Source: an optimization exercise on an open RTL-to-GDS flow (aim: small area, a short achievable clock period and few clock cycles per item). Production flows keep margins and buffers that such runs may drop.
Only simulation tests tie the RTL to the original design; equivalence was not proved.

==> flow/design.v <==
`timescale 1ns/1ps
module gcd(opa, opb, start, resetn, clk, result, done);
input wire [31:0] opa;
input wire [31:0] opb;
input wire start, resetn;
input wire clk;
output wire [31:0] result;
output wire done;
reg  [31:0] A, B;
reg  [4:0]  k;
reg         flag;        
reg         rest;        
reg         sc;          
reg         ys;          
reg         run_reg;
reg         done_reg;
reg         start_reg;
reg         first;       
wire done_now;
assign result = B;
assign done   = done_reg | done_now;
wire init  = start & ~start_reg & (~run_reg | done_now);
wire [31:0] X = sc ? 32'd0 : A;
wire [31:0] Y = ys ? B : 32'd0;
wire [31:0] xy_d;       
wire        xy_gt;      
wire        xy_same;    
absdiff ad0 (.x(X), .y(Y), .d(xy_d), .gt(xy_gt), .eq(xy_same));
wire [3:0] xl = X[4:1] ^ Y[4:1];
wire force1 = sc & (flag | ~A[0]);
wire s1 = ~force1 & ~xl[0] & (xl[1] | ~xl[2]);    
wire s2 = ~force1 & ~xl[0] & ~xl[1];              
wire [31:0] st1 = s1 ? {2'b0, xy_d[31:2]} : {1'b0, xy_d[31:1]};
wire [31:0] nA  = s2 ? {2'b0, st1[31:2]} : st1;
wire nA0 = force1 ? B[1] : (|xl);           
wire swap   = sc | ~(xy_gt | xy_same);
wire finish = run_reg & ~rest & ~flag & xy_same;    
wire k1     = (k == 5'd1);
wire kz     = (k == 5'd0);
assign done_now = finish & ~sc & kz & ~first;
wire nflag = ~flag & ~A[0] & ~B[0];
wire nsc   = nflag | (sc & ~A[0]);
always @(posedge clk) begin
    if (init)
        A <= opa;
    else
        A <= nA;
end
wire b_ld   = init;
wire b_sh   = ~init & run_reg & (rest | (finish & ~sc & ~kz));
wire b_sw   = ~init & run_reg & ~(rest | (finish & ~sc & ~kz)) & swap;
wire b_hold = ~(b_ld | b_sh | b_sw);
wire [31:0] nB = ({32{b_ld}} & opb) | ({32{b_sh}} & {B[30:0], 1'b0}) |
                 ({32{b_sw}} & A) | ({32{b_hold}} & B);
always @(posedge clk)
    B <= nB;
always @(posedge clk) begin
    if (init) begin
        k    <= 5'd0;
        flag <= 1'b0;
        sc   <= ~opb[0];
        ys   <= ~opb[0] | opa[0];
    end else begin
        if (rest | finish) begin
            k    <= k - 5'd1;
        end else begin
            if (flag) k <= k + 5'd1;
            flag <= nflag;
        end
        sc <= nsc;
        ys <= nsc | nA0;
    end
end
always @(posedge clk or negedge resetn) begin
    if (~resetn) begin
        run_reg   <= 1'b0;
        done_reg  <= 1'b0;
        start_reg <= 1'b0;
        rest      <= 1'b0;
        first     <= 1'b0;
    end else begin
        start_reg <= start;
        first     <= init;
        if (init) begin
            run_reg  <= 1'b1;
            done_reg <= 1'b0;
            rest     <= 1'b0;
        end else if (run_reg) begin
            if ((finish & (sc | kz | k1)) | (rest & k1)) begin
                run_reg  <= 1'b0;
                done_reg <= 1'b1;
                rest     <= 1'b0;
            end else if (finish) begin
                rest     <= 1'b1;
            end
        end
    end
end
endmodule
module absdiff(x, y, d, gt, eq);
input [31:0] x, y; output [31:0] d; output gt, eq;
wire [31:0] g0 = x & ~y; wire [31:0] p0 = ~(x ^ y);
wire g1_1 = g0[1] | (p0[1] & g0[0]); wire p1_1 = p0[1] & p0[0];
wire g1_3 = g0[3] | (p0[3] & g0[2]); wire p1_3 = p0[3] & p0[2];
wire g1_5 = g0[5] | (p0[5] & g0[4]); wire p1_5 = p0[5] & p0[4];
wire g1_7 = g0[7] | (p0[7] & g0[6]); wire p1_7 = p0[7] & p0[6];
wire g1_9 = g0[9] | (p0[9] & g0[8]); wire p1_9 = p0[9] & p0[8];
wire g1_11 = g0[11] | (p0[11] & g0[10]); wire p1_11 = p0[11] & p0[10];
wire g1_13 = g0[13] | (p0[13] & g0[12]); wire p1_13 = p0[13] & p0[12];
wire g1_15 = g0[15] | (p0[15] & g0[14]); wire p1_15 = p0[15] & p0[14];
wire g1_17 = g0[17] | (p0[17] & g0[16]); wire p1_17 = p0[17] & p0[16];
wire g1_19 = g0[19] | (p0[19] & g0[18]); wire p1_19 = p0[19] & p0[18];
wire g1_21 = g0[21] | (p0[21] & g0[20]); wire p1_21 = p0[21] & p0[20];
wire g1_23 = g0[23] | (p0[23] & g0[22]); wire p1_23 = p0[23] & p0[22];
wire g1_25 = g0[25] | (p0[25] & g0[24]); wire p1_25 = p0[25] & p0[24];
wire g1_27 = g0[27] | (p0[27] & g0[26]); wire p1_27 = p0[27] & p0[26];
wire g1_29 = g0[29] | (p0[29] & g0[28]); wire p1_29 = p0[29] & p0[28];
wire g1_31 = g0[31] | (p0[31] & g0[30]); wire p1_31 = p0[31] & p0[30];
wire g2_3 = g1_3 | (p1_3 & g1_1); wire p2_3 = p1_3 & p1_1;
wire g2_7 = g1_7 | (p1_7 & g1_5); wire p2_7 = p1_7 & p1_5;
wire g2_11 = g1_11 | (p1_11 & g1_9); wire p2_11 = p1_11 & p1_9;
wire g2_15 = g1_15 | (p1_15 & g1_13); wire p2_15 = p1_15 & p1_13;
wire g2_19 = g1_19 | (p1_19 & g1_17); wire p2_19 = p1_19 & p1_17;
wire g2_23 = g1_23 | (p1_23 & g1_21); wire p2_23 = p1_23 & p1_21;
wire g2_27 = g1_27 | (p1_27 & g1_25); wire p2_27 = p1_27 & p1_25;
wire g2_31 = g1_31 | (p1_31 & g1_29); wire p2_31 = p1_31 & p1_29;
wire g3_7 = g2_7 | (p2_7 & g2_3); wire p3_7 = p2_7 & p2_3;
wire g3_15 = g2_15 | (p2_15 & g2_11); wire p3_15 = p2_15 & p2_11;
wire g3_23 = g2_23 | (p2_23 & g2_19); wire p3_23 = p2_23 & p2_19;
wire g3_31 = g2_31 | (p2_31 & g2_27); wire p3_31 = p2_31 & p2_27;
wire g4_15 = g3_15 | (p3_15 & g3_7); wire p4_15 = p3_15 & p3_7;
wire g4_31 = g3_31 | (p3_31 & g3_23); wire p4_31 = p3_31 & p3_23;
wire g5_31 = g4_31 | (p4_31 & g4_15); wire p5_31 = p4_31 & p4_15;
wire g6_23 = g3_23 | (p3_23 & g4_15); wire p6_23 = p3_23 & p4_15;
wire g7_11 = g2_11 | (p2_11 & g3_7); wire p7_11 = p2_11 & p3_7;
wire g7_19 = g2_19 | (p2_19 & g4_15); wire p7_19 = p2_19 & p4_15;
wire g7_27 = g2_27 | (p2_27 & g6_23); wire p7_27 = p2_27 & p6_23;
wire g8_5 = g1_5 | (p1_5 & g2_3); wire p8_5 = p1_5 & p2_3;
wire g8_9 = g1_9 | (p1_9 & g3_7); wire p8_9 = p1_9 & p3_7;
wire g8_13 = g1_13 | (p1_13 & g7_11); wire p8_13 = p1_13 & p7_11;
wire g8_17 = g1_17 | (p1_17 & g4_15); wire p8_17 = p1_17 & p4_15;
wire g8_21 = g1_21 | (p1_21 & g7_19); wire p8_21 = p1_21 & p7_19;
wire g8_25 = g1_25 | (p1_25 & g6_23); wire p8_25 = p1_25 & p6_23;
wire g8_29 = g1_29 | (p1_29 & g7_27); wire p8_29 = p1_29 & p7_27;
wire g9_2 = g0[2] | (p0[2] & g1_1); wire p9_2 = p0[2] & p1_1;
wire g9_4 = g0[4] | (p0[4] & g2_3); wire p9_4 = p0[4] & p2_3;
wire g9_6 = g0[6] | (p0[6] & g8_5); wire p9_6 = p0[6] & p8_5;
wire g9_8 = g0[8] | (p0[8] & g3_7); wire p9_8 = p0[8] & p3_7;
wire g9_10 = g0[10] | (p0[10] & g8_9); wire p9_10 = p0[10] & p8_9;
wire g9_12 = g0[12] | (p0[12] & g7_11); wire p9_12 = p0[12] & p7_11;
wire g9_14 = g0[14] | (p0[14] & g8_13); wire p9_14 = p0[14] & p8_13;
wire g9_16 = g0[16] | (p0[16] & g4_15); wire p9_16 = p0[16] & p4_15;
wire g9_18 = g0[18] | (p0[18] & g8_17); wire p9_18 = p0[18] & p8_17;
wire g9_20 = g0[20] | (p0[20] & g7_19); wire p9_20 = p0[20] & p7_19;
wire g9_22 = g0[22] | (p0[22] & g8_21); wire p9_22 = p0[22] & p8_21;
wire g9_24 = g0[24] | (p0[24] & g6_23); wire p9_24 = p0[24] & p6_23;
wire g9_26 = g0[26] | (p0[26] & g8_25); wire p9_26 = p0[26] & p8_25;
wire g9_28 = g0[28] | (p0[28] & g7_27); wire p9_28 = p0[28] & p7_27;
wire g9_30 = g0[30] | (p0[30] & g8_29); wire p9_30 = p0[30] & p8_29;
wire cin = g5_31;
assign gt = cin; assign eq = p5_31;
assign d[0] = 1'b0;
assign d[1] = p0[1] ^ (cin ? (g0[0] | p0[0]) : ~g0[0]);
assign d[2] = p0[2] ^ (cin ? (g1_1 | p1_1) : ~g1_1);
assign d[3] = p0[3] ^ (cin ? (g9_2 | p9_2) : ~g9_2);
assign d[4] = p0[4] ^ (cin ? (g2_3 | p2_3) : ~g2_3);
assign d[5] = p0[5] ^ (cin ? (g9_4 | p9_4) : ~g9_4);
assign d[6] = p0[6] ^ (cin ? (g8_5 | p8_5) : ~g8_5);
assign d[7] = p0[7] ^ (cin ? (g9_6 | p9_6) : ~g9_6);
assign d[8] = p0[8] ^ (cin ? (g3_7 | p3_7) : ~g3_7);
assign d[9] = p0[9] ^ (cin ? (g9_8 | p9_8) : ~g9_8);
assign d[10] = p0[10] ^ (cin ? (g8_9 | p8_9) : ~g8_9);
assign d[11] = p0[11] ^ (cin ? (g9_10 | p9_10) : ~g9_10);
assign d[12] = p0[12] ^ (cin ? (g7_11 | p7_11) : ~g7_11);
assign d[13] = p0[13] ^ (cin ? (g9_12 | p9_12) : ~g9_12);
assign d[14] = p0[14] ^ (cin ? (g8_13 | p8_13) : ~g8_13);
assign d[15] = p0[15] ^ (cin ? (g9_14 | p9_14) : ~g9_14);
assign d[16] = p0[16] ^ (cin ? (g4_15 | p4_15) : ~g4_15);
assign d[17] = p0[17] ^ (cin ? (g9_16 | p9_16) : ~g9_16);
assign d[18] = p0[18] ^ (cin ? (g8_17 | p8_17) : ~g8_17);
assign d[19] = p0[19] ^ (cin ? (g9_18 | p9_18) : ~g9_18);
assign d[20] = p0[20] ^ (cin ? (g7_19 | p7_19) : ~g7_19);
assign d[21] = p0[21] ^ (cin ? (g9_20 | p9_20) : ~g9_20);
assign d[22] = p0[22] ^ (cin ? (g8_21 | p8_21) : ~g8_21);
assign d[23] = p0[23] ^ (cin ? (g9_22 | p9_22) : ~g9_22);
assign d[24] = p0[24] ^ (cin ? (g6_23 | p6_23) : ~g6_23);
assign d[25] = p0[25] ^ (cin ? (g9_24 | p9_24) : ~g9_24);
assign d[26] = p0[26] ^ (cin ? (g8_25 | p8_25) : ~g8_25);
assign d[27] = p0[27] ^ (cin ? (g9_26 | p9_26) : ~g9_26);
assign d[28] = p0[28] ^ (cin ? (g7_27 | p7_27) : ~g7_27);
assign d[29] = p0[29] ^ (cin ? (g9_28 | p9_28) : ~g9_28);
assign d[30] = p0[30] ^ (cin ? (g8_29 | p8_29) : ~g8_29);
assign d[31] = p0[31] ^ (cin ? (g9_30 | p9_30) : ~g9_30);
endmodule
==> flow/flow/run.sh <==
#!/bin/bash
set -e
export BUFFER_PORTS_ARGS="-buffer_cell sky130_fd_sc_hd__buf_1"
export CTS_ARGS="-sink_clustering_enable -repair_clock_nets -buf_list {sky130_fd_sc_hd__clkbuf_4 sky130_fd_sc_hd__clkbuf_8} -dont_use_dummy_load"
bash standard.sh > standard.log 2>&1
==> flow/standard.sh <==
#!/bin/bash
# synth_recipe.tcl (not shown) runs the flow's synth.tcl, then flattens the netlist and writes it again
# the make line also repeats each setting of config.mk as NAME=value (left out here)
make -C /OpenROAD-flow-scripts/flow DESIGN_CONFIG=/design/flow/config.mk WORK_HOME=/design/flow/orfs CLKGATE_MAP_FILE= SYNTH_SCRIPT=/design/flow/synth_recipe.tcl "${@:-finish}"
==> flow/config.mk <==
export PLATFORM = sky130hd
export DESIGN_NAME = gcd
export DESIGN_NICKNAME = gcd
export VERILOG_FILES = /design/flow/design.v
export SDC_FILE = /design/flow/constraint.sdc
export NUM_CORES = 4
export LEC_CHECK = 0
export ABC_AREA = 1
export CAP_MARGIN = 20
export CORE_MARGIN = 2
export CORE_UTILIZATION = 40
export CTS_BUF_LIST = sky130_fd_sc_hd__clkbuf_4 sky130_fd_sc_hd__clkbuf_8
export PLACE_DENSITY = 0.8
export SETUP_SLACK_MARGIN = 0.5
export SLEW_MARGIN = 20
==> flow/constraint.sdc <==
create_clock -name core_clock -period 4.0 [get_ports {clk}]
set_input_delay 0.8000 -clock core_clock [delete_from_list [all_inputs] [get_ports {clk}]]
set_output_delay 0.8000 -clock core_clock [all_outputs]
set_load 0.01 [all_outputs]
==> metrics.md, run 1 <==
| Metric | Value |
|---|---|
| Seq/Total Area, Yosys | `0.255` |
| CP Buf/Inv Count | `2` |
| Outcome | `no timing/DRC/antenna violations` |
| Slowest cell on the critical path | `dfxtp_4` |
| Initial Utilization | `0.407` |
| Final WL | `17300 µm` |
| Wire per inst | `13.6 µm` |
| Kind of critical path | `reg2out` |
| Kind of start point of the critical path | `register` |
| Period utilization | `0.842` |
| Final Hold Fails | `0` |
| CP required | `3.20 ns` |
| Largest regs | `A (32), B (32), k (5)` |
| Hold_buf cts | `0` |
| Crit-path max cell delay | `0.40 ns` |
| Antenna diodes | `0` |
| Synth Register Bits | `77` |
| Unrepaired setup endpoints after global routing | `no` |
| Routed Antenna Nets | `0` |
| DR vias/cell | `5.28` |
| I/O pin cnt | `100` |
| DRT iter0 DRCs | `378` |
| Hold WS | `0.273 ns` |
| Post-Syn Instances | `995` |
| Synth Flop Type | `dfxtp_1` |
| Clock latency at the later pin of the worst-skew pair | `0.38 ns` |
| Layout area overhead | `13.6%` |
| Core area | `15100 µm²` |
| CP max FO | `13` |
| Worst slew margin | `0.307` |
| Synth async-reset ratio | `0.0649` |
| Warnings, synthesis | `1` |
| Nets | `1190` |
| Die ar. | `16400 µm²` |
| PortBufs | `99` |
| Row cnt | `45` |
| Initial antenna violation count | `0` |
| DRC viols | `0` |
| Layout cells sized above 1 | `0.0783` |
| All-Layer GR Usage | `0.214` |
| Post-synth cell types | `41` |
| Die Y | `128 µm` |
| Clock skew | `0.0231 ns` |
| Hold Path Class | `in2async` |
| Max Clock Freq | `0.297 GHz` |
| Max Cap Viol | `0` |
| Vias in the first global route | `6315` |
| Largest net degree at the start of global routing | `68` |
| Critical path arrival | `2.57 ns` |
| Clock Root Buffer | `clkbuf_8` |
| Setup TNS | `0 ns` |
| Vias | `6725` |
| First-pass GRT wire length | `28700 µm` |
| Net Count, Synth | `1098` |
| Worst-Margin Slew | `1.04 ns` |
| Final Critical Period | `3.37 ns` |
| DRT Pass-1 Iters | `5` |
| Setup violators final | `0` |
| Grt total ovfl | `0` |
| Dpl hpwl | `12500 µm` |
| Slew Limit Fails | `0` |
| TritonCTS clock tree | `done` |
| CP Capture Type | `output port` |
| Syn avg cell area | `6.17 µm²` |
| Cells along the critical path | `buf_6 > nand2_1 > ha_1 > nand2_2 > nor3_4 > nand2_2 > nor2_2 > nand4_1 > nor2_1 > nand3b_1 > nand2_1 > clkbuf_2` |
| # clock sinks | `77` |
| Clk slew on worst S/H paths | `0.09 ns` |
| Number of enable flip-flop cells after synthesis | `0` |
| Htree depth | `3` |
| Top delay family on crit path | `simple AND/OR/NAND/NOR gates` |
| TritonCTS buffer count | `9` |
| Placer Congestion | `0.879` |
| Die X | `128 µm` |
| Max Root-Sink Buffers | `2` |
| Post-Syn Area | `6140 µm²` |
## metal layers
layer,GRT usage,share of wire
met5,0,0
met4,0.0737,0.016
met3,0.0547,0.060
met2,0.349,0.46
met1,0.276,0.46
## cell families (layout without fill, tap and decap cells)
kind of cell    count (synthesis)  in the layout  share of synthesized area
simple gates                  583            583                      0.411
buf+inv                       164            254                      0.112
compound gates                117            117                      0.123
flops                          77             77                      0.255
fa+ha+maj                      36             36                     0.0734
xor+xnor                       18             18                     0.0257
## through the flow
step	instances	utilization	setup WS (ns)	area (µm²)
6_report	1273	0.462	0.633	6970
5_1_grt	1273	0.462	0.473	6970
4_1_cts	1263	0.449	0.529	6780
3_5_place_dp	1250	0.437	0.379	6600
3_3_place_gp	1250	0.437	0.530	6600
2_1_floorplan	995	-	1.09	6140
## synth_stat cells (13+ instances only)
master     instances  area, µm²
nand2_2           13       81.3
o21ai_0           17       85.1
o21ai_1           19       95.1
nand2_1          337       1260
a21oi_1           29        145
clkbuf_1          18       67.6
o2111ai_1         31        272
nor2_1            60        225
ha_1              36        450
dfxtp_1           72       1440
inv_1            114        428
nand3_1          138        691
## layout make-up
cell class | count | area (µm²)
fillers | 1590 | 8120
flip-flops and latches | 77 | 1570
repair buffers | 121 | 582
multi-input cells | 754 | 3970
repair inverters | 2 | 15.0
clock buffers | 9 | 124
inverters | 122 | 470
well taps | 188 | 235
## cells in the final DEF, fill, tap and decap left out, drive strengths merged
cell,count
o21a,1
a21o,2
o211ai,7
nand2,352
nand4,8
or2,6
inv,119
nor3,9
a31oi,1
clkinvlp,4
o21ai,36
buf,120
o21bai,4
nand3,139
a31o,2
nor2,65
clkbuf,10
ha,36
o2111ai,31
dfxtp,72
nand3b,4
clkinv,1
dfrtp,5
xor2,11
o22ai,3
xnor2,7
a21oi,30
## path summary, 6_finish.rpt
| path | from | to | slack (ns) | cells after the start |
|---|---|---|---|---|
| max | ys | done | 0.63 | 12 |
| min | resetn | start_reg | 0.27 | 1 |
| max reg2reg | ys | B[18] | 0.77 | 14 |
| min reg2reg | done_reg | done_reg | 0.51 | 2 |
| max in group asynchronous | resetn | done_reg | 3.48 | 1 |
| min in group core_clock | done_reg | done_reg | 0.51 | 2 |
## repair_timing
item | in CTS | in global routing
cloned | 1 | 1
gates resized for setup | 6 | 21
pin swaps | 0 | 4
setup endpoints to repair | 58 | 69
hold endpoints to repair | 0 | 0
setup buffers | 3 | 9
Testbench counts, summed over its fixed seeds: cycles 169,285, items 8,000.
==> run 2, diff against run 1 <==
--- a/flow/design.v
+++ b/flow/design.v
@@ -28,8 +28,21 @@
 absdiff ad0 (.x(X), .y(Y), .d(xy_d), .gt(xy_gt), .eq(xy_same));
-wire [3:0] xl = X[4:1] ^ Y[4:1];
+wire [7:0] xl = X[8:1] ^ Y[8:1];
 wire force1 = sc & (flag | ~A[0]);
-wire s1 = ~force1 & ~xl[0] & (xl[1] | ~xl[2]);    
-wire s2 = ~force1 & ~xl[0] & ~xl[1];              
-wire [31:0] st1 = s1 ? {2'b0, xy_d[31:2]} : {1'b0, xy_d[31:1]};
-wire [31:0] nA  = s2 ? {2'b0, st1[31:2]} : st1;
+reg  [2:0] sa;           
+always @(*) begin
+    casez (xl)
+        8'b???????1: sa = 3'd0;
+        8'b??????10: sa = 3'd1;
+        8'b?????100: sa = 3'd2;
+        8'b????1000: sa = 3'd3;
+        8'b???10000: sa = 3'd4;
+        8'b??100000: sa = 3'd5;
+        8'b?1000000: sa = 3'd6;
+        default:     sa = 3'd7;
+    endcase
+end
+wire [2:0] sft = force1 ? 3'd0 : sa;
+wire [31:0] st1 = sft[0] ? {2'b0, xy_d[31:2]} : {1'b0, xy_d[31:1]};
+wire [31:0] st2 = sft[1] ? {2'b0, st1[31:2]} : st1;
+wire [31:0] nA  = sft[2] ? {4'b0, st2[31:4]} : st2;
 wire nA0 = force1 ? B[1] : (|xl);           
==> flow/flow/run.sh (replaced) <==
#!/bin/bash
set -e
export BUFFER_PORTS_ARGS="-buffer_cell sky130_fd_sc_hd__buf_1"
bash standard.sh > standard.log 2>&1
--- a/flow/config.mk
+++ b/flow/config.mk
@@ -12,4 +12,3 @@
 export CTS_BUF_LIST = sky130_fd_sc_hd__clkbuf_4 sky130_fd_sc_hd__clkbuf_8
-export PLACE_DENSITY = 0.8
-export SETUP_SLACK_MARGIN = 0.5
+export SETUP_SLACK_MARGIN = 0.4
 export SLEW_MARGIN = 20
==> metrics.md, run 2 <==
| Metric | Value |
|---|---|
| Initial antenna violation count | `0 (unchanged)` |
| Synth async-reset ratio | `0.0649 (unchanged)` |
| CP required | `3.20 ns (about the same)` |
| Number of enable flip-flop cells after synthesis | `0 (unchanged)` |
| Period utilization | `0.853 (+0.0111)` |
| Kind of critical path | `reg2out` |
| Kind of start point of the critical path | `register` |
| Count leader, synth | `nand2_1` |
| Row cnt | `47 (+4.4%)` |
| Critical path arrival | `2.61 ns (+0.04 ns)` |
| TritonCTS clock tree | `done` |
| Largest area contributor in the netlist | `dfxtp_1` |
| Layout area overhead | `12.7%` |
| Hold WS | `0.257 ns (-0.0158 ns)` |
| Worst Setup Slack, final | `0.589 ns (-0.0443 ns)` |
| DRT Pass-1 Iters | `9 (+4)` |
| Layout cells sized above 1 | `0.0740 (-0.00430)` |
| Largest regs | `A (32), B (32), k (5)` |
| Clk slew on worst S/H paths | `0.10 ns (about the same)` |
| PortBufs | `99 (unchanged)` |
| CP Capture Type | `output port` |
| Synth Flop Type | `dfxtp_1` |
| Placer Congestion | `0.914 (+4.0%)` |
| Net Count, Synth | `1193 (+8.7%)` |
| Post-Place Setup Slack | `0.454 ns (+0.0746 ns)` |
| DR vias/cell | `5.27 (-0.29%)` |
| Fillers | `1788 (+12%)` |
| Warnings, synthesis | `1 (unchanged)` |
| Largest net degree at the start of global routing | `40 (-41%)` |
| Wire per inst | `16.3 µm (+20%)` |
| CP Launch Point | `ys` |
| Initial Utilization | `0.404 (-0.00286)` |
| DRT iter0 DRCs | `479 (+27%)` |
| Post-synth top area share | `0.217 (-0.0173)` |
| First-pass GRT wire length | `35400 µm (+24%)` |
| Nets | `1273 (+7.0%)` |
| Clock skew | `0.0171 ns (-0.00603 ns)` |
| Design Area, Final | `7470 µm² (+7.1%)` |
| Routed Antenna Nets | `0 (unchanged)` |
| Non-filler cells, final | `1395 (+9.6%)` |
| Final Hold Fails | `0 (unchanged)` |
| Seq/Total Area, Yosys | `0.236 (-0.0188)` |
| Die X | `133 µm (+3.8%)` |
| Unrepaired setup endpoints after global routing | `no` |
| Post-Syn Instances | `1090 (+9.5%)` |
| Hold Path Class | `in2async` |
| Worst slew margin | `0.632 (+0.325)` |
| Most frequent cells in the layout | `nand2_1, nand3_1, inv_1` |
| Vias in the first global route | `6803 (+7.7%)` |
| Clock latency at the later pin of the worst-skew pair | `0.39 ns (about the same)` |
| Hold_buf cts | `0 (unchanged)` |
| Max Cap Viol | `0 (unchanged)` |
| Htree depth | `3 (unchanged)` |
| TritonCTS buffer count | `9 (unchanged)` |
| Clock Root Buffer | `clkbuf_8` |
| Core area | `16400 µm² (+8.7%)` |
| Dpl hpwl | `17200 µm (+38%)` |
| Setup TNS | `0 ns (unchanged)` |
| Commonest non-fill, non-tap cell in the layout | `nand2_1` |
| Placed standard-cell area | `7150 µm² (+8.4%)` |
| Synth Register Bits | `77 (unchanged)` |
| Post-Syn Area | `6630 µm² (+8.0%)` |
| Antenna diodes | `0 (unchanged)` |
| Final WL | `22700 µm (+31%)` |
| Outcome | `no timing/DRC/antenna violations` |
| DRC viols | `0 (unchanged)` |
| Die Y | `133 µm (+3.8%)` |
| Worst r2r src | `ys` |
| CP max FO | `16 (+3)` |
| Max Root-Sink Buffers | `2 (unchanged)` |
| Top cells by count, synth | `nand2_1, nand3_1, inv_1` |
| I/O pin cnt | `100 (unchanged)` |
| Max Clock Freq | `0.293 GHz (-1.3%)` |
| Slew Limit Fails | `0 (unchanged)` |
| All-Layer GR Usage | `0.254 (+0.0403)` |
| Final Critical Period | `3.41 ns (+0.0443 ns)` |
| Die ar. | `17600 µm² (+7.7%)` |
| Inst Count DP | `1377 (+10%)` |
| Post-synth cell types | `46 (+12%)` |
| Grt total ovfl | `0 (unchanged)` |
| Worst-Margin Slew | `0.551 ns (-0.487 ns)` |
| Syn avg cell area | `6.08 µm² (-1.4%)` |
| # clock sinks | `77 (unchanged)` |
| Vias | `7348 (+9.3%)` |
| Setup violators final | `0 (unchanged)` |
| Core Util, Final | `0.455 (-0.00683)` |
| Area contributors post-synth | `dfxtp_1, nand2_1, nand3_1` |
[run 2: cell families (layout without fill, tap and decap cells)]
| logic type | Yosys count | count (layout) | synth area share |
|---|---|---|---|
| DFF | 77 | 77 | 0.236 |
| and+or+nand+nor | 655 | 655 | 0.432 |
| adders and majority gates | 36 | 36 | 0.0679 |
| buffers and inverters | 173 | 258 | 0.110 |
| AOI/OAI and AO/OA | 133 | 133 | 0.132 |
| xor gates and xnor gates | 16 | 16 | 0.0211 |
[run 2: worst max-delay path, cell delays in order, from the launching register on]
cell	delay [ns]
dfxtp_4	0.40
buf_12	0.16
nand2_1	0.09
ha_1	0.40
nand2_1	0.10
nor2_1	0.13
nand2_1	0.12
nor3_2	0.20
nand2_1	0.11
nor2_2	0.11
nand4_1	0.12
nand2_1	0.11
buf_1	0.16
[run 2: path summary, 6_finish.rpt]
path,cells after the start,slack (ns),end
max in group asynchronous,1,3.50,first
max reg2reg,20,0.65,B[13]
max,12,0.59,done
min,1,0.26,done_reg
min in group core_clock,2,0.49,B[29]
min reg2reg,2,0.49,B[29]
[run 2: final cells by class]
class	count	area [µm²]	area share
Sequential cell	77	1570	0.210
Clock buffer	9	124	0.0166
Clock inverter	7	82.6	0.0111
Timing Repair Buffer	116	557	0.0745
Multi-Input combinational cell	840	4380	0.587
Inverter	126	478	0.0640
Tap cell	220	275	0.0369
[run 2: layer usage]
layer,routed length (µm),global-route usage,vias to the layer above,part of all wire
met5,0,0,-,0
met1,9750,0.314,3301,0.43
met4,760,0.0968,0,0.033
met2,11000,0.436,239,0.48
met3,1220,0.0521,49,0.053
li1,-,-,3759,-
[run 2: what timing repair did]
| action | 4_1_cts | 5_1_grt |
|---|---|---|
| setup buffers | 0 | 1 |
| gates resized for setup | 1 | 20 |
| endpoints found under the setup margin | 1 | 68 |
| pin swaps | 0 | 1 |
| gates cloned | 0 | 1 |
| endpoints found under the hold margin | 0 | 0 |
Testbench counts of run 2, summed over its fixed seeds: cycles 161,565, items 8,000.
==> run 3, diff against run 2 <==
--- a/flow/design.v
+++ b/flow/design.v
@@ -10,6 +10,4 @@
 reg  [4:0]  k;
-reg         flag;        
 reg         rest;        
 reg         sc;          
-reg         ys;          
 reg         run_reg;
@@ -22,4 +20,5 @@
 wire init  = start & ~start_reg & (~run_reg | done_now);
+wire st    = ~A[0] & ~B[0];                 
 wire [31:0] X = sc ? 32'd0 : A;
-wire [31:0] Y = ys ? B : 32'd0;
+wire [31:0] Y = A[0] ? B : 32'd0;
 wire [31:0] xy_d;       
@@ -28,24 +27,9 @@
 absdiff ad0 (.x(X), .y(Y), .d(xy_d), .gt(xy_gt), .eq(xy_same));
-wire [7:0] xl = X[8:1] ^ Y[8:1];
-wire force1 = sc & (flag | ~A[0]);
-reg  [2:0] sa;           
-always @(*) begin
-    casez (xl)
-        8'b???????1: sa = 3'd0;
-        8'b??????10: sa = 3'd1;
-        8'b?????100: sa = 3'd2;
-        8'b????1000: sa = 3'd3;
-        8'b???10000: sa = 3'd4;
-        8'b??100000: sa = 3'd5;
-        8'b?1000000: sa = 3'd6;
-        default:     sa = 3'd7;
-    endcase
-end
-wire [2:0] sft = force1 ? 3'd0 : sa;
-wire [31:0] st1 = sft[0] ? {2'b0, xy_d[31:2]} : {1'b0, xy_d[31:1]};
-wire [31:0] st2 = sft[1] ? {2'b0, st1[31:2]} : st1;
-wire [31:0] nA  = sft[2] ? {4'b0, st2[31:4]} : st2;
-wire nA0 = force1 ? B[1] : (|xl);           
+wire [3:0] xl = X[4:1] ^ Y[4:1];
+wire s1 = ~st & ~xl[0] & (xl[1] | ~xl[2]);    
+wire s2 = ~st & ~xl[0] & ~xl[1];              
+wire [31:0] st1 = s1 ? {2'b0, xy_d[31:2]} : {1'b0, xy_d[31:1]};
+wire [31:0] nA  = s2 ? {2'b0, st1[31:2]} : st1;
 wire swap   = sc | ~(xy_gt | xy_same);
-wire finish = run_reg & ~rest & ~flag & xy_same;    
+wire finish = run_reg & ~rest & xy_same;    
 wire k1     = (k == 5'd1);
@@ -53,4 +37,2 @@
 assign done_now = finish & ~sc & kz & ~first;
-wire nflag = ~flag & ~A[0] & ~B[0];
-wire nsc   = nflag | (sc & ~A[0]);
 always @(posedge clk) begin
@@ -61,8 +43,11 @@
 end
+wire b_rs   = rest | (finish & ~sc & ~kz);
 wire b_ld   = init;
-wire b_sh   = ~init & run_reg & (rest | (finish & ~sc & ~kz));
-wire b_sw   = ~init & run_reg & ~(rest | (finish & ~sc & ~kz)) & swap;
-wire b_hold = ~(b_ld | b_sh | b_sw);
+wire b_sh   = ~init & run_reg & b_rs;
+wire b_sw   = ~init & run_reg & ~b_rs & swap;
+wire b_st   = ~init & run_reg & ~rest & ~finish & st;
+wire b_hold = ~(b_ld | b_sh | b_sw | b_st);
 wire [31:0] nB = ({32{b_ld}} & opb) | ({32{b_sh}} & {B[30:0], 1'b0}) |
-                 ({32{b_sw}} & A) | ({32{b_hold}} & B);
+                 ({32{b_sw}} & A) | ({32{b_st}} & {1'b0, B[31:1]}) |
+                 ({32{b_hold}} & B);
 always @(posedge clk)
@@ -71,15 +56,10 @@
     if (init) begin
-        k    <= 5'd0;
-        flag <= 1'b0;
-        sc   <= ~opb[0];
-        ys   <= ~opb[0] | opa[0];
+        k  <= 5'd0;
+        sc <= opa[0] & ~opb[0];
     end else begin
-        if (rest | finish) begin
-            k    <= k - 5'd1;
-        end else begin
-            if (flag) k <= k + 5'd1;
-            flag <= nflag;
-        end
-        sc <= nsc;
-        ys <= nsc | nA0;
+        if (b_rs)
+            k <= k - 5'd1;
+        else if (st & ~finish)
+            k <= k + 5'd1;
+        sc <= st & A[1] & ~B[1];
     end
@@ -101,3 +81,3 @@
         end else if (run_reg) begin
-            if ((finish & (sc | kz | k1)) | (rest & k1)) begin
+            if ((finish & (kz | (k1 & ~sc))) | (rest & k1)) begin
                 run_reg  <= 1'b0;
--- a/flow/config.mk
+++ b/flow/config.mk
@@ -12,3 +12,2 @@
 export CTS_BUF_LIST = sky130_fd_sc_hd__clkbuf_4 sky130_fd_sc_hd__clkbuf_8
-export SETUP_SLACK_MARGIN = 0.4
 export SLEW_MARGIN = 20
==> metrics.md, run 3 <==
| Metric | Value |
|---|---|
| Worst-Margin Slew | `0.808 ns (+0.257 ns)` |
| Inst Count DP | `1303 (-5.4%)` |
| Synth Flop Type | `dfxtp_1` |
| CP Launch Point | `sc` |
| Core Util, Final | `0.454 (-0.00112)` |
| Slew Limit Fails | `0 (unchanged)` |
| Dpl hpwl | `14100 µm (-18%)` |
| Antenna diodes | `0 (unchanged)` |
| Post-synth cell types | `42 (-8.7%)` |
| Seq/Total Area, Yosys | `0.236 (about the same)` |
| Warnings, synthesis | `1 (unchanged)` |
| Net Count, Synth | `1122 (-6.0%)` |
| CP Capture Type | `output port` |
| Unrepaired setup endpoints after global routing | `no` |
| Vias | `6939 (-5.6%)` |
| # clock sinks | `75 (-2.6%)` |
| Row cnt | `46 (-2.1%)` |
| CP required | `3.20 ns (about the same)` |
| Routed Antenna Nets | `0 (unchanged)` |
| Layout area overhead | `11.3%` |
| Layout cells sized above 1 | `0.0898 (+0.0157)` |
| Initial Utilization | `0.408 (+0.00396)` |
| Number of enable flip-flop cells after synthesis | `0 (unchanged)` |
| Largest net degree at the start of global routing | `68 (+70%)` |
| Clk slew on worst S/H paths | `0.08 ns (-0.02 ns)` |
| Non-filler cells, final | `1319 (-5.4%)` |
| R2R Setup Slk | `0.52 ns (-0.13 ns)` |
| Post_cts resized | `0 (-1)` |
| DRT Pass-1 Iters | `5 (-4)` |
| Hold_buf cts | `0 (unchanged)` |
| Design Area, Final | `7190 µm² (-3.8%)` |
| Top cells by count, synth | `nand2_1, nand3_1, inv_1` |
| DRC viols | `0 (unchanged)` |
| Commonest non-fill, non-tap cell in the layout | `nand2_1` |
| Kind of critical path | `reg2out` |
| Period utilization | `0.881 (+0.0279)` |
| Clock skew | `0.0130 ns (-0.00413 ns)` |
| Max Cap Viol | `0 (unchanged)` |
| Syn avg cell area | `6.34 µm² (+4.2%)` |
| Die Y | `131 µm (-1.3%)` |
| Max Clock Freq | `0.284 GHz (-3.2%)` |
| Die X | `131 µm (-1.3%)` |
| Max Root-Sink Buffers | `2 (unchanged)` |
| Worst slew margin | `0.462 (-0.171)` |
| Hold Path Class | `in2async` |
| Postcts setup bufs | `0 (unchanged)` |
| CP max FO | `34 (+18)` |
| Worst setup path endpoint | `done` |
| TritonCTS clock tree | `done` |
| All-Layer GR Usage | `0.232 (-0.0224)` |
| PortBufs | `99 (unchanged)` |
| Final Critical Period | `3.52 ns (+0.112 ns)` |
| Kind of start point of the critical path | `register` |
| Critical path arrival | `2.72 ns (+0.11 ns)` |
| Wire per inst | `14.4 µm (-11%)` |
| Outcome | `no timing/DRC/antenna violations` |
| Count leader, synth | `nand2_1` |
| Post-Syn Area | `6460 µm² (-2.6%)` |
| Largest regs | `A (32), B (32), k (5)` |
| Vias in the first global route | `6752 (-0.75%)` |
| Synth Register Bits | `75 (-2.6%)` |
| Placed standard-cell area | `6990 µm² (-2.2%)` |
| Post-synth top area share | `0.217 (-0.000428)` |
| Post-Syn Instances | `1019 (-6.5%)` |
| Setup violators final | `0 (unchanged)` |
| Core area | `15800 µm² (-3.5%)` |
| Cells on worst reg2reg path | `17 (-15%)` |
| Reg-to-reg endpoint | `A[7]` |
| DR vias/cell | `5.26 (-0.12%)` |
| Die ar. | `17200 µm² (-2.5%)` |
| Placer Congestion | `0.863 (-5.6%)` |
| Clock Root Buffer | `clkbuf_8` |
| Largest area contributor in the netlist | `dfxtp_1` |
| Worst r2r src | `sc` |
| Nets | `1201 (-5.7%)` |
| I/O pin cnt | `100 (unchanged)` |
| Grt total ovfl | `0 (unchanged)` |
| Multi-input logic area | `4220 µm² (-3.8%)` |
| DRT iter0 DRCs | `462 (-3.5%)` |
| First-pass GRT wire length | `31800 µm (-10%)` |
| FF+latch area | `1530 µm² (-2.9%)` |
| Initial antenna violation count | `0 (unchanged)` |
| Area contributors post-synth | `dfxtp_1, nand2_1, nand3_1` |
| Setup TNS | `0 ns (unchanged)` |
| Fillers | `1773 (-0.84%)` |
| Final Hold Fails | `0 (unchanged)` |
| TritonCTS buffer count | `9 (unchanged)` |
| Clock latency at the later pin of the worst-skew pair | `0.39 ns (about the same)` |
| Synth async-reset ratio | `0.0667 (+0.00173)` |
| Final WL | `19100 µm (-16%)` |
| Htree depth | `3 (unchanged)` |
| Most frequent cells in the layout | `nand2_1, nand3_1, inv_1` |
-- run 3: cell types whose count changed after synthesis, moves of 6 or more --
cell       delta
nand4_1      +28
a22oi_2      +19
buf_2         +7
nand2_1      -74
a21oi_1       -6
o2111ai_1    -17
clkbuf_1      -6
-- run 3: critical path, cell delays in order (launching register included) --
cell,delay [ns]
dfxtp_1,0.31
buf_4,0.37
nor2_1,0.10
ha_1,0.35
nand2_1,0.14
nor2_2,0.22
nand2_2,0.13
nor2_4,0.19
nand3_2,0.11
inv_2,0.07
nand4_1,0.09
nand2_1,0.11
buf_1,0.15
-- run 3: cell families (layout without fill, tap and decap cells) --
family                   after synthesis  in the layout  synth area share
AO/OA/AOI/OAI                        117            117             0.133
AND/OR/NAND/NOR                      605            605             0.426
adder cells (fa/ha/maj)               36             36            0.0698
flip-flops                            75             75             0.236
buffers and inverters                170            254             0.113
XOR/XNOR                              16             16            0.0217
-- run 3: worst min path at each step --
stage / start / end / slack [ns] / depth (start not counted)
global route: resetn / first / 0.26 / 1
finish: resetn / rest / 0.26 / 1
detailed placement: A[31] / B[31] / 0.47 / 2
floorplan: k[4] / k[4] / 0.44 / 1
global placement: k[4] / k[4] / 0.47 / 1
CTS: resetn / rest / 0.24 / 1
-- run 3: stage by stage --
step,worst slack [ns],hold WS (ns)
2_1_floorplan,1.11,0.444
3_3_place_gp,0.564,0.470
3_5_place_dp,0.527,0.475
4_1_cts,0.471,0.243
5_1_grt,0.142,0.263
6_report,0.477,0.256
-- run 3: area by class of cell --
type                    count  area share
well taps                 216      0.0376
repair buffers            117      0.0722
clock buffers              13      0.0223
inverters                 121      0.0635
clock inverters             3     0.00557
flip-flops and latches     75       0.212
multi-input cells         774       0.586
-- run 3: layer usage --
metal / vias up / track usage / part of all wire
met4: 0 / 0.0707 / 0.017
met5: - / 0 / 0
met1: 3215 / 0.302 / 0.47
met3: 21 / 0.0381 / 0.038
li1: 3549 / - / -
met2: 154 / 0.394 / 0.47
Testbench counts of run 3, summed over its fixed seeds: cycles 164,847, items 8,000.
==> run 4, diff against run 3 <==
--- a/flow/config.mk
+++ b/flow/config.mk
@@ -12,2 +12,3 @@
 export CTS_BUF_LIST = sky130_fd_sc_hd__clkbuf_4 sky130_fd_sc_hd__clkbuf_8
+export SETUP_SLACK_MARGIN = 0.4
 export SLEW_MARGIN = 20
==> metrics.md, run 4 <==
| Metric | Value |
|---|---|
| Outcome | `no timing/DRC/antenna violations` |
| Post-synth cell types | `42 (unchanged)` |
| CP max FO | `16 (-53%)` |
| Wire per inst | `14.8 µm (+2.6%)` |
| Post-Syn Instances | `1019 (unchanged)` |
| Die Y | `131 µm (unchanged)` |
| Unrepaired setup endpoints after global routing | `yes` |
| CP Capture Type | `output port` |
| Worst-Margin Slew | `0.607 ns (-0.200 ns)` |
| Vias in the first global route | `6752 (unchanged)` |
| Routed Antenna Nets | `0 (unchanged)` |
| Final WL | `19600 µm (+2.7%)` |
| Die ar. | `17200 µm² (unchanged)` |
| Max Clock Freq | `0.293 GHz (+3.2%)` |
| DRT Pass-1 Iters | `5 (unchanged)` |
| Dpl hpwl | `14100 µm (unchanged)` |
| Largest area contributor in the netlist | `dfxtp_1` |
| Nets | `1202 (+0.083%)` |
| Commonest non-fill, non-tap cell in the layout | `nand2_1` |
| Most frequent cells in the layout | `nand2_1, nand3_1, inv_1` |
| Kind of start point of the critical path | `register` |
| First-pass GRT wire length | `31800 µm (unchanged)` |
| Layout area overhead | `12.3%` |
| Number of enable flip-flop cells after synthesis | `0 (unchanged)` |
| Initial antenna violation count | `0 (unchanged)` |
| Final Hold Fails | `0 (unchanged)` |
| Count leader, synth | `nand2_1` |
| Setup TNS | `0 ns (unchanged)` |
| Fillers | `1767 (-0.34%)` |
| Core area | `15800 µm² (unchanged)` |
| Layout cells sized above 1 | `0.0906 (+0.000824)` |
| Htree depth | `3 (unchanged)` |
| DRC viols | `0 (unchanged)` |
| Slew Limit Fails | `0 (unchanged)` |
| Synth async-reset ratio | `0.0667 (unchanged)` |
| Seq/Total Area, Yosys | `0.236 (unchanged)` |
| Initial Utilization | `0.408 (unchanged)` |
| Grt total ovfl | `0 (unchanged)` |
| DRT iter0 DRCs | `503 (+8.9%)` |
| Warnings, synthesis | `1 (unchanged)` |
| Kind of critical path | `reg2out` |
| TritonCTS buffer count | `9 (unchanged)` |
| TritonCTS clock tree | `done` |
| I/O pin cnt | `100 (unchanged)` |
| Hold Path Class | `in2async` |
| CP required | `3.20 ns (about the same)` |
| Clk slew on worst S/H paths | `0.08 ns (about the same)` |
| All-Layer GR Usage | `0.232 (unchanged)` |
| Final Critical Period | `3.41 ns (-0.109 ns)` |
| Max Root-Sink Buffers | `2 (unchanged)` |
| Vias | `6955 (+0.23%)` |
| Setup violators final | `0 (unchanged)` |
| PortBufs | `99 (unchanged)` |
| Syn avg cell area | `6.34 µm² (unchanged)` |
| Post-synth top area share | `0.217 (unchanged)` |
| Area contributors post-synth | `dfxtp_1, nand2_1, nand3_1` |
| Top cells by count, synth | `nand2_1, nand3_1, inv_1` |
| Clock Root Buffer | `clkbuf_8` |
| Net Count, Synth | `1122 (unchanged)` |
| Core Util, Final | `0.458 (+0.00419)` |
| Period utilization | `0.853 (-0.0274)` |
| Row cnt | `46 (unchanged)` |
| Clock skew | `0.0141 ns (+0.00120 ns)` |
| Synth Register Bits | `75 (unchanged)` |
| Critical path arrival | `2.61 ns (-0.11 ns)` |
| Max Cap Viol | `0 (unchanged)` |
| Clock latency at the later pin of the worst-skew pair | `0.39 ns (about the same)` |
| # clock sinks | `75 (unchanged)` |
| Antenna diodes | `0 (unchanged)` |
| Synth Flop Type | `dfxtp_1` |
| Largest regs | `A (32), B (32), k (5)` |
| Die X | `131 µm (unchanged)` |
| DR vias/cell | `5.27 (+0.15%)` |
| Largest net degree at the start of global routing | `68 (unchanged)` |
| Placer Congestion | `0.863 (unchanged)` |
| Post-Syn Area | `6460 µm² (unchanged)` |
| Worst slew margin | `0.595 (+0.133)` |
==> run 4: changes by cell type in the layout (fill, tap and decap cells not counted) <==
cell / before / now
a21oi_2: 1 / 0
a21oi_4: 0 / 1
buf_16: 0 / 1
buf_4: 17 / 13
buf_6: 0 / 3
clkbuf_16: 0 / 1
inv_4: 1 / 0
inv_6: 0 / 1
==> run 4: worst max-delay path: stages (launching register included) <==
cell and delay [ns]:
dfxtp_1 0.35, buf_4 0.24, nand2_1 0.09, ha_1 0.40, nand2_1 0.12, nor2_2 0.18, nand2_2 0.13, nor2_4 0.19
nand3_2 0.11, inv_2 0.07, nand4_1 0.09, nand2_1 0.11, buf_1 0.15
==> run 4: what timing repair did <==
item | 4_1_cts | 5_1_grt
hold buffers | 0 | 0
setup endpoints to repair | 0 | 61
buffers inserted | 0 | 0
resized for setup | 0 | 9
==> run 4: final timing paths <==
check                       start  slack, ns        to  cells past startpoint
setup / recovery             A[0]       0.59      done                     12
hold reg to reg              k[4]       0.49      k[4]                      1
hold / removal             resetn       0.26      rest                      1
max in group asynchronous  resetn       3.52  done_reg                      1
min in group core_clock      k[4]       0.49      k[4]                      1
setup reg to reg             A[0]       0.66      B[0]                     19
==> run 4: area by class of cell <==
cell class                 instances  area (µm²)  share of cell area
inverter                         121         459              0.0633
clock inverter                     3        40.0             0.00552
multi-input combinational        774        4220               0.582
tap                              216         270              0.0373
sequential                        75        1530               0.210
timing repair buffer             118         576              0.0793
clock buffer                      13         160              0.0221
==> run 4: cell families (layout without fill, tap and decap cells) <==
| kind of cell | Yosys count | count (layout) | share of synthesized area |
|---|---|---|---|
| AO/OA/AOI/OAI | 117 | 117 | 0.133 |
| AND/OR/NAND/NOR | 605 | 605 | 0.426 |
| adder cells (fa/ha/maj) | 36 | 36 | 0.0698 |
| XOR/XNOR | 16 | 16 | 0.0217 |
| buffers and inverters | 170 | 255 | 0.113 |
| flip-flops | 75 | 75 | 0.236 |
==> run 4: metal layers <==
| metal | part of all wire | global-route usage |
|---|---|---|
| met1 | 0.47 | 0.302 |
| met2 | 0.47 | 0.394 |
| met3 | 0.037 | 0.0381 |
| met4 | 0.022 | 0.0707 |
| met5 | 0 | 0 |
==> run 4: metrics by stage <==
stage | cell area, µm² | cells | setup WS (ns) | hold slack, ns
floorplan | 6460 | 1019 | 1.11 | 0.444
global placement | 6990 | 1303 | 0.564 | 0.470
detailed placement | 6990 | 1303 | 0.527 | 0.475
CTS | 7190 | 1319 | 0.471 | 0.243
global route | 7250 | 1320 | 0.351 | 0.263
finish | 7250 | 1320 | 0.586 | 0.257
==> run 5, diff against run 4 <==
--- a/flow/design.v
+++ b/flow/design.v
@@ -10,4 +10,6 @@
 reg  [4:0]  k;
+reg         flag;        
 reg         rest;        
 reg         sc;          
+reg         ys;          
 reg         run_reg;
@@ -20,5 +22,4 @@
 wire init  = start & ~start_reg & (~run_reg | done_now);
-wire st    = ~A[0] & ~B[0];                 
 wire [31:0] X = sc ? 32'd0 : A;
-wire [31:0] Y = A[0] ? B : 32'd0;
+wire [31:0] Y = ys ? B : 32'd0;
 wire [31:0] xy_d;       
@@ -28,8 +29,10 @@
 wire [3:0] xl = X[4:1] ^ Y[4:1];
-wire s1 = ~st & ~xl[0] & (xl[1] | ~xl[2]);    
-wire s2 = ~st & ~xl[0] & ~xl[1];              
+wire force1 = sc & (flag | ~A[0]);
+wire s1 = ~force1 & ~xl[0] & (xl[1] | ~xl[2]);    
+wire s2 = ~force1 & ~xl[0] & ~xl[1];              
 wire [31:0] st1 = s1 ? {2'b0, xy_d[31:2]} : {1'b0, xy_d[31:1]};
 wire [31:0] nA  = s2 ? {2'b0, st1[31:2]} : st1;
+wire nA0 = force1 ? B[1] : (|xl);           
 wire swap   = sc | ~(xy_gt | xy_same);
-wire finish = run_reg & ~rest & xy_same;    
+wire finish = run_reg & ~rest & ~flag & xy_same;    
 wire k1     = (k == 5'd1);
@@ -37,2 +40,4 @@
 assign done_now = finish & ~sc & kz & ~first;
+wire nflag = ~flag & ~A[0] & ~B[0];
+wire nsc   = nflag | (sc & ~A[0]);
 always @(posedge clk) begin
@@ -43,11 +48,8 @@
 end
-wire b_rs   = rest | (finish & ~sc & ~kz);
 wire b_ld   = init;
-wire b_sh   = ~init & run_reg & b_rs;
-wire b_sw   = ~init & run_reg & ~b_rs & swap;
-wire b_st   = ~init & run_reg & ~rest & ~finish & st;
-wire b_hold = ~(b_ld | b_sh | b_sw | b_st);
+wire b_sh   = ~init & run_reg & (rest | (finish & ~sc & ~kz));
+wire b_sw   = ~init & run_reg & ~(rest | (finish & ~sc & ~kz)) & swap;
+wire b_hold = ~(b_ld | b_sh | b_sw);
 wire [31:0] nB = ({32{b_ld}} & opb) | ({32{b_sh}} & {B[30:0], 1'b0}) |
-                 ({32{b_sw}} & A) | ({32{b_st}} & {1'b0, B[31:1]}) |
-                 ({32{b_hold}} & B);
+                 ({32{b_sw}} & A) | ({32{b_hold}} & B);
 always @(posedge clk)
@@ -56,10 +58,15 @@
     if (init) begin
-        k  <= 5'd0;
-        sc <= opa[0] & ~opb[0];
+        k    <= 5'd0;
+        flag <= 1'b0;
+        sc   <= ~opb[0];
+        ys   <= ~opb[0] | opa[0];
     end else begin
-        if (b_rs)
-            k <= k - 5'd1;
-        else if (st & ~finish)
-            k <= k + 5'd1;
-        sc <= st & A[1] & ~B[1];
+        if (rest | finish) begin
+            k    <= k - 5'd1;
+        end else begin
+            if (flag) k <= k + 5'd1;
+            flag <= nflag;
+        end
+        sc <= nsc;
+        ys <= nsc | nA0;
     end
@@ -81,3 +88,3 @@
         end else if (run_reg) begin
-            if ((finish & (kz | (k1 & ~sc))) | (rest & k1)) begin
+            if ((finish & (sc | kz | k1)) | (rest & k1)) begin
                 run_reg  <= 1'b0;
@@ -155,33 +162,33 @@
 assign d[0] = 1'b0;
-assign d[1] = p0[1] ^ (cin ? (g0[0] | p0[0]) : ~g0[0]);
-assign d[2] = p0[2] ^ (cin ? (g1_1 | p1_1) : ~g1_1);
-assign d[3] = p0[3] ^ (cin ? (g9_2 | p9_2) : ~g9_2);
-assign d[4] = p0[4] ^ (cin ? (g2_3 | p2_3) : ~g2_3);
-assign d[5] = p0[5] ^ (cin ? (g9_4 | p9_4) : ~g9_4);
-assign d[6] = p0[6] ^ (cin ? (g8_5 | p8_5) : ~g8_5);
-assign d[7] = p0[7] ^ (cin ? (g9_6 | p9_6) : ~g9_6);
-assign d[8] = p0[8] ^ (cin ? (g3_7 | p3_7) : ~g3_7);
-assign d[9] = p0[9] ^ (cin ? (g9_8 | p9_8) : ~g9_8);
-assign d[10] = p0[10] ^ (cin ? (g8_9 | p8_9) : ~g8_9);
-assign d[11] = p0[11] ^ (cin ? (g9_10 | p9_10) : ~g9_10);
-assign d[12] = p0[12] ^ (cin ? (g7_11 | p7_11) : ~g7_11);
-assign d[13] = p0[13] ^ (cin ? (g9_12 | p9_12) : ~g9_12);
-assign d[14] = p0[14] ^ (cin ? (g8_13 | p8_13) : ~g8_13);
-assign d[15] = p0[15] ^ (cin ? (g9_14 | p9_14) : ~g9_14);
-assign d[16] = p0[16] ^ (cin ? (g4_15 | p4_15) : ~g4_15);
-assign d[17] = p0[17] ^ (cin ? (g9_16 | p9_16) : ~g9_16);
-assign d[18] = p0[18] ^ (cin ? (g8_17 | p8_17) : ~g8_17);
-assign d[19] = p0[19] ^ (cin ? (g9_18 | p9_18) : ~g9_18);
-assign d[20] = p0[20] ^ (cin ? (g7_19 | p7_19) : ~g7_19);
-assign d[21] = p0[21] ^ (cin ? (g9_20 | p9_20) : ~g9_20);
-assign d[22] = p0[22] ^ (cin ? (g8_21 | p8_21) : ~g8_21);
-assign d[23] = p0[23] ^ (cin ? (g9_22 | p9_22) : ~g9_22);
-assign d[24] = p0[24] ^ (cin ? (g6_23 | p6_23) : ~g6_23);
-assign d[25] = p0[25] ^ (cin ? (g9_24 | p9_24) : ~g9_24);
-assign d[26] = p0[26] ^ (cin ? (g8_25 | p8_25) : ~g8_25);
-assign d[27] = p0[27] ^ (cin ? (g9_26 | p9_26) : ~g9_26);
-assign d[28] = p0[28] ^ (cin ? (g7_27 | p7_27) : ~g7_27);
-assign d[29] = p0[29] ^ (cin ? (g9_28 | p9_28) : ~g9_28);
-assign d[30] = p0[30] ^ (cin ? (g8_29 | p8_29) : ~g8_29);
-assign d[31] = p0[31] ^ (cin ? (g9_30 | p9_30) : ~g9_30);
+assign d[1] = p0[1] ^ (g0[0] | (p0[0] & cin)) ^ ~cin;
+assign d[2] = p0[2] ^ (g1_1 | (p1_1 & cin)) ^ ~cin;
+assign d[3] = p0[3] ^ (g9_2 | (p9_2 & cin)) ^ ~cin;
+assign d[4] = p0[4] ^ (g2_3 | (p2_3 & cin)) ^ ~cin;
+assign d[5] = p0[5] ^ (g9_4 | (p9_4 & cin)) ^ ~cin;
+assign d[6] = p0[6] ^ (g8_5 | (p8_5 & cin)) ^ ~cin;
+assign d[7] = p0[7] ^ (g9_6 | (p9_6 & cin)) ^ ~cin;
+assign d[8] = p0[8] ^ (g3_7 | (p3_7 & cin)) ^ ~cin;
+assign d[9] = p0[9] ^ (g9_8 | (p9_8 & cin)) ^ ~cin;
+assign d[10] = p0[10] ^ (g8_9 | (p8_9 & cin)) ^ ~cin;
+assign d[11] = p0[11] ^ (g9_10 | (p9_10 & cin)) ^ ~cin;
+assign d[12] = p0[12] ^ (g7_11 | (p7_11 & cin)) ^ ~cin;
+assign d[13] = p0[13] ^ (g9_12 | (p9_12 & cin)) ^ ~cin;
+assign d[14] = p0[14] ^ (g8_13 | (p8_13 & cin)) ^ ~cin;
+assign d[15] = p0[15] ^ (g9_14 | (p9_14 & cin)) ^ ~cin;
+assign d[16] = p0[16] ^ (g4_15 | (p4_15 & cin)) ^ ~cin;
+assign d[17] = p0[17] ^ (g9_16 | (p9_16 & cin)) ^ ~cin;
+assign d[18] = p0[18] ^ (g8_17 | (p8_17 & cin)) ^ ~cin;
+assign d[19] = p0[19] ^ (g9_18 | (p9_18 & cin)) ^ ~cin;
+assign d[20] = p0[20] ^ (g7_19 | (p7_19 & cin)) ^ ~cin;
+assign d[21] = p0[21] ^ (g9_20 | (p9_20 & cin)) ^ ~cin;
+assign d[22] = p0[22] ^ (g8_21 | (p8_21 & cin)) ^ ~cin;
+assign d[23] = p0[23] ^ (g9_22 | (p9_22 & cin)) ^ ~cin;
+assign d[24] = p0[24] ^ (g6_23 | (p6_23 & cin)) ^ ~cin;
+assign d[25] = p0[25] ^ (g9_24 | (p9_24 & cin)) ^ ~cin;
+assign d[26] = p0[26] ^ (g8_25 | (p8_25 & cin)) ^ ~cin;
+assign d[27] = p0[27] ^ (g9_26 | (p9_26 & cin)) ^ ~cin;
+assign d[28] = p0[28] ^ (g7_27 | (p7_27 & cin)) ^ ~cin;
+assign d[29] = p0[29] ^ (g9_28 | (p9_28 & cin)) ^ ~cin;
+assign d[30] = p0[30] ^ (g8_29 | (p8_29 & cin)) ^ ~cin;
+assign d[31] = p0[31] ^ (g9_30 | (p9_30 & cin)) ^ ~cin;
 endmodule
==> flow/flow/run.sh (replaced) <==
#!/bin/bash
set -e
export BUFFER_PORTS_ARGS="-buffer_cell sky130_fd_sc_hd__buf_1"
export CTS_ARGS="-sink_clustering_enable -repair_clock_nets -buf_list {sky130_fd_sc_hd__clkbuf_4 sky130_fd_sc_hd__clkbuf_8} -dont_use_dummy_load -sink_clustering_size 30 -sink_clustering_max_diameter 100"
bash standard.sh > standard.log 2>&1
--- a/flow/config.mk
+++ b/flow/config.mk
@@ -12,3 +12,3 @@
 export CTS_BUF_LIST = sky130_fd_sc_hd__clkbuf_4 sky130_fd_sc_hd__clkbuf_8
-export SETUP_SLACK_MARGIN = 0.4
+export SETUP_SLACK_MARGIN = 0.5
 export SLEW_MARGIN = 20
==> metrics.md, run 5 <==
| Metric | Value |
|---|---|
| I/O pin cnt | `100 (unchanged)` |
| Post-synth top area share | `0.237 (+0.0198)` |
| Slew Limit Fails | `0 (unchanged)` |
| Cells on worst reg2reg path | `22 (+3)` |
| DR vias/cell | `5.18 (-1.7%)` |
| Synth Register Bits | `77 (+2.7%)` |
| Most frequent cells in the layout | `nand2_1, nand3_1, inv_1` |
| First-pass GRT wire length | `28600 µm (-10%)` |
| Setup TNS | `0 ns (unchanged)` |
| Layout cells sized above 1 | `0.0684 (-0.0222)` |
| Clock skew | `0.0206 ns (+0.00640 ns)` |
| Clk slew on worst S/H paths | `0.08 ns (about the same)` |
| Nets | `1171 (-2.6%)` |
| Die ar. | `16200 µm² (-5.6%)` |
| Period utilization | `0.823 (-0.0300)` |
| Clock latency at the later pin of the worst-skew pair | `0.38 ns (about the same)` |
| Worst-Margin Slew | `0.983 ns (+0.375 ns)` |
| Syn avg cell area | `6.20 µm² (-2.2%)` |
| Hold WS | `0.266 ns (+0.00920 ns)` |
| Hold Path Class | `in2async` |
| Commonest non-fill, non-tap cell in the layout | `nand2_1` |
| CP max FO | `14 (-2)` |
| DRT iter0 DRCs | `364 (-28%)` |
| Number of enable flip-flop cells after synthesis | `0 (unchanged)` |
| TritonCTS buffer count | `9 (unchanged)` |
| Kind of critical path | `reg2out` |
| Count leader, synth | `nand2_1` |
| Die Y | `127 µm (-2.8%)` |
| Worst r2r src | `sc` |
| Post-Syn Area | `6090 µm² (-5.7%)` |
| Final Critical Period | `3.29 ns (-0.120 ns)` |
| Post-synth cell types | `40 (-4.8%)` |
| Largest regs | `A (32), B (32), k (5)` |
| Clock Root Buffer | `clkbuf_8` |
| Row cnt | `45 (-2.2%)` |
| Initial antenna violation count | `0 (unchanged)` |
| Critical path arrival | `2.49 ns (-0.12 ns)` |
| Seq/Total Area, Yosys | `0.257 (+0.0210)` |
| Synth async-reset ratio | `0.0649 (-0.00173)` |
| DRC viols | `0 (unchanged)` |
| Grt total ovfl | `0 (unchanged)` |
| Warnings, synthesis | `1 (unchanged)` |
| DRT Pass-1 Iters | `7 (+2)` |
| Antenna diodes | `0 (unchanged)` |
| Net Count, Synth | `1084 (-3.4%)` |
| Core area | `15000 µm² (-5.0%)` |
| Die X | `127 µm (-2.8%)` |
| Worst setup path endpoint | `done` |
| Layout area overhead | `12.9%` |
| Kind of start point of the critical path | `register` |
| Area contributors post-synth | `dfxtp_1, nand2_1, nand3_1` |
| CP required | `3.20 ns (about the same)` |
| Final WL | `17200 µm (-12%)` |
| Max Cap Viol | `0 (unchanged)` |
| Worst slew margin | `0.344 (-0.251)` |
| All-Layer GR Usage | `0.215 (-0.0167)` |
| Unrepaired setup endpoints after global routing | `no` |
| Vias | `6497 (-6.6%)` |
| TritonCTS clock tree | `done` |
| Placer Congestion | `0.881 (+2.2%)` |
| Vias in the first global route | `6195 (-8.2%)` |
| # clock sinks | `77 (+2.7%)` |
| Synth Flop Type | `dfxtp_1` |
| Setup violators final | `0 (unchanged)` |
| Final Hold Fails | `0 (unchanged)` |
| Outcome | `no timing/DRC/antenna violations` |
| Routed Antenna Nets | `0 (unchanged)` |
| CP Launch Point | `sc` |
| Dpl hpwl | `12800 µm (-9.8%)` |
| Post-Syn Instances | `982 (-3.6%)` |
| CP Capture Type | `output port` |
| Largest net degree at the start of global routing | `54 (-21%)` |
| Reg-to-reg endpoint | `A[22]` |
| Top cells by count, synth | `nand2_1, nand3_1, inv_1` |
| Initial Utilization | `0.405 (-0.00307)` |
| R2R Setup Slk | `0.85 ns (+0.19 ns)` |
| PortBufs | `99 (unchanged)` |
| Max Root-Sink Buffers | `2 (unchanged)` |
| Wire per inst | `13.7 µm (-7.7%)` |
| Hold_buf cts | `0 (unchanged)` |
| Htree depth | `3 (unchanged)` |
| Max Clock Freq | `0.304 GHz (+3.6%)` |
| Largest area contributor in the netlist | `dfxtp_1` |
[run 5: cell types whose count changed after synthesis, moves of 6 or more]
cell and change:
a22oi_2 -29, inv_1 -9, nand2_1 +22, nand2_2 -6, nand3_1 +17, nand4_1 -38, o2111ai_1 +30, o21ai_0 -14
o21ai_1 -11
[run 5: cells by family after synthesis]
logic type | count (synthesis) | share of synthesized area
and+or+nand+nor | 604 | 0.434
buffers and inverters | 160 | 0.111
AOI/OAI and AO/OA | 86 | 0.0968
DFF | 77 | 0.257
adders and majority gates | 35 | 0.0719
xor gates and xnor gates | 20 | 0.0288
[run 5: how the worst min path moves through the flow]
stage,start,endpoint,slack (ns),cells after the start
after detailed placement,flag,flag,0.49,2
after floorplan,flag,flag,0.46,2
after CTS,resetn,start_reg,0.24,1
final,resetn,start_reg,0.27,1
after global routing,resetn,start_reg,0.26,1
after global placement,flag,flag,0.49,2
[run 5: routing by layer]
| layer | share of wire | up-vias | track usage |
|---|---|---|---|
| li1 | - | 3405 | - |
| met1 | 0.49 | 2925 | 0.288 |
| met2 | 0.44 | 143 | 0.356 |
| met3 | 0.050 | 24 | 0.0394 |
| met4 | 0.015 | 0 | 0.0633 |
| met5 | 0 | - | 0 |
[run 5: critical path, stage by stage, from the launching register on]
cell	delay [ns]
dfxtp_2	0.37
buf_8	0.17
nor2_1	0.06
ha_1	0.36
nand2_1	0.12
nor2_1	0.13
nand2_1	0.10
inv_2	0.08
nand2_2	0.08
nor2_4	0.12
nand2_1	0.08
nor2_1	0.12
nand2_1	0.10
nand2_1	0.09
clkbuf_2	0.13
[run 5: repair_timing]
| action | in CTS | in global routing |
|---|---|---|
| gates cloned | 0 | 1 |
| buffers inserted | 0 | 4 |
| gates resized for setup | 3 | 21 |
| setup endpoints to repair | 48 | 64 |
| endpoints found under the hold margin | 0 | 0 |
| pin swaps | 0 | 3 |
[run 5: layout make-up]
cell class	count	area, µm²
inverters	114	433
fillers	1655	8160
multi-input cells	745	3880
well taps	188	235
flip-flops and latches	77	1570
repair buffers	122	632
clock buffers	9	124
[run 5: stage by stage]
| step | instance area (µm²) | std cells | setup slack (ns) | utilization |
|---|---|---|---|---|
| final | 6870 | 1255 | 0.706 | 0.457 |
| after global placement | 6610 | 1241 | 0.479 | 0.440 |
| after detailed placement | 6610 | 1241 | 0.374 | 0.440 |
| after CTS | 6750 | 1250 | 0.507 | 0.449 |
| after floorplan | 6090 | 982 | 1.10 | - |
| after global routing | 6870 | 1255 | 0.498 | 0.457 |
Testbench counts of run 5, summed over its fixed seeds: cycles 169,285, items 8,000.

==> static timing again, ports no longer ideal <==
No port has a modelled driver above. Below, the same layouts with a new extraction and two added sets of constraints. Step 1: set_driving_cell puts a clkbuf_16 on clk and a buf_2 on each other input, an assumption about the parent block. Step 2, shift: input delay + t, output delay - t, t = (earliest + latest rising clock arrival at the registers) / 2. This alone moves slack from input paths to output paths. Three values: ideal, step 1, step 2; two values: the first two.
| run | t, ns | setup slack, ns | worst register clock-pin slew, ns |
|---|---|---|---|
| run 1 | 0.406 | 0.633 / 0.599 / 0.768 | 0.09 / 0.09 |
| run 2 | 0.416 | 0.589 / 0.552 / 0.654 | 0.10 / 0.10 |
| run 3 | 0.416 | 0.477 / 0.439 / 0.520 | 0.08 / 0.08 |
| run 4 | 0.416 | 0.586 / 0.548 / 0.663 | 0.08 / 0.08 |
| run 5 | 0.403 | 0.706 / 0.669 / 0.854 | 0.08 / 0.08 |
After both steps setup and hold are still met in every run listed.
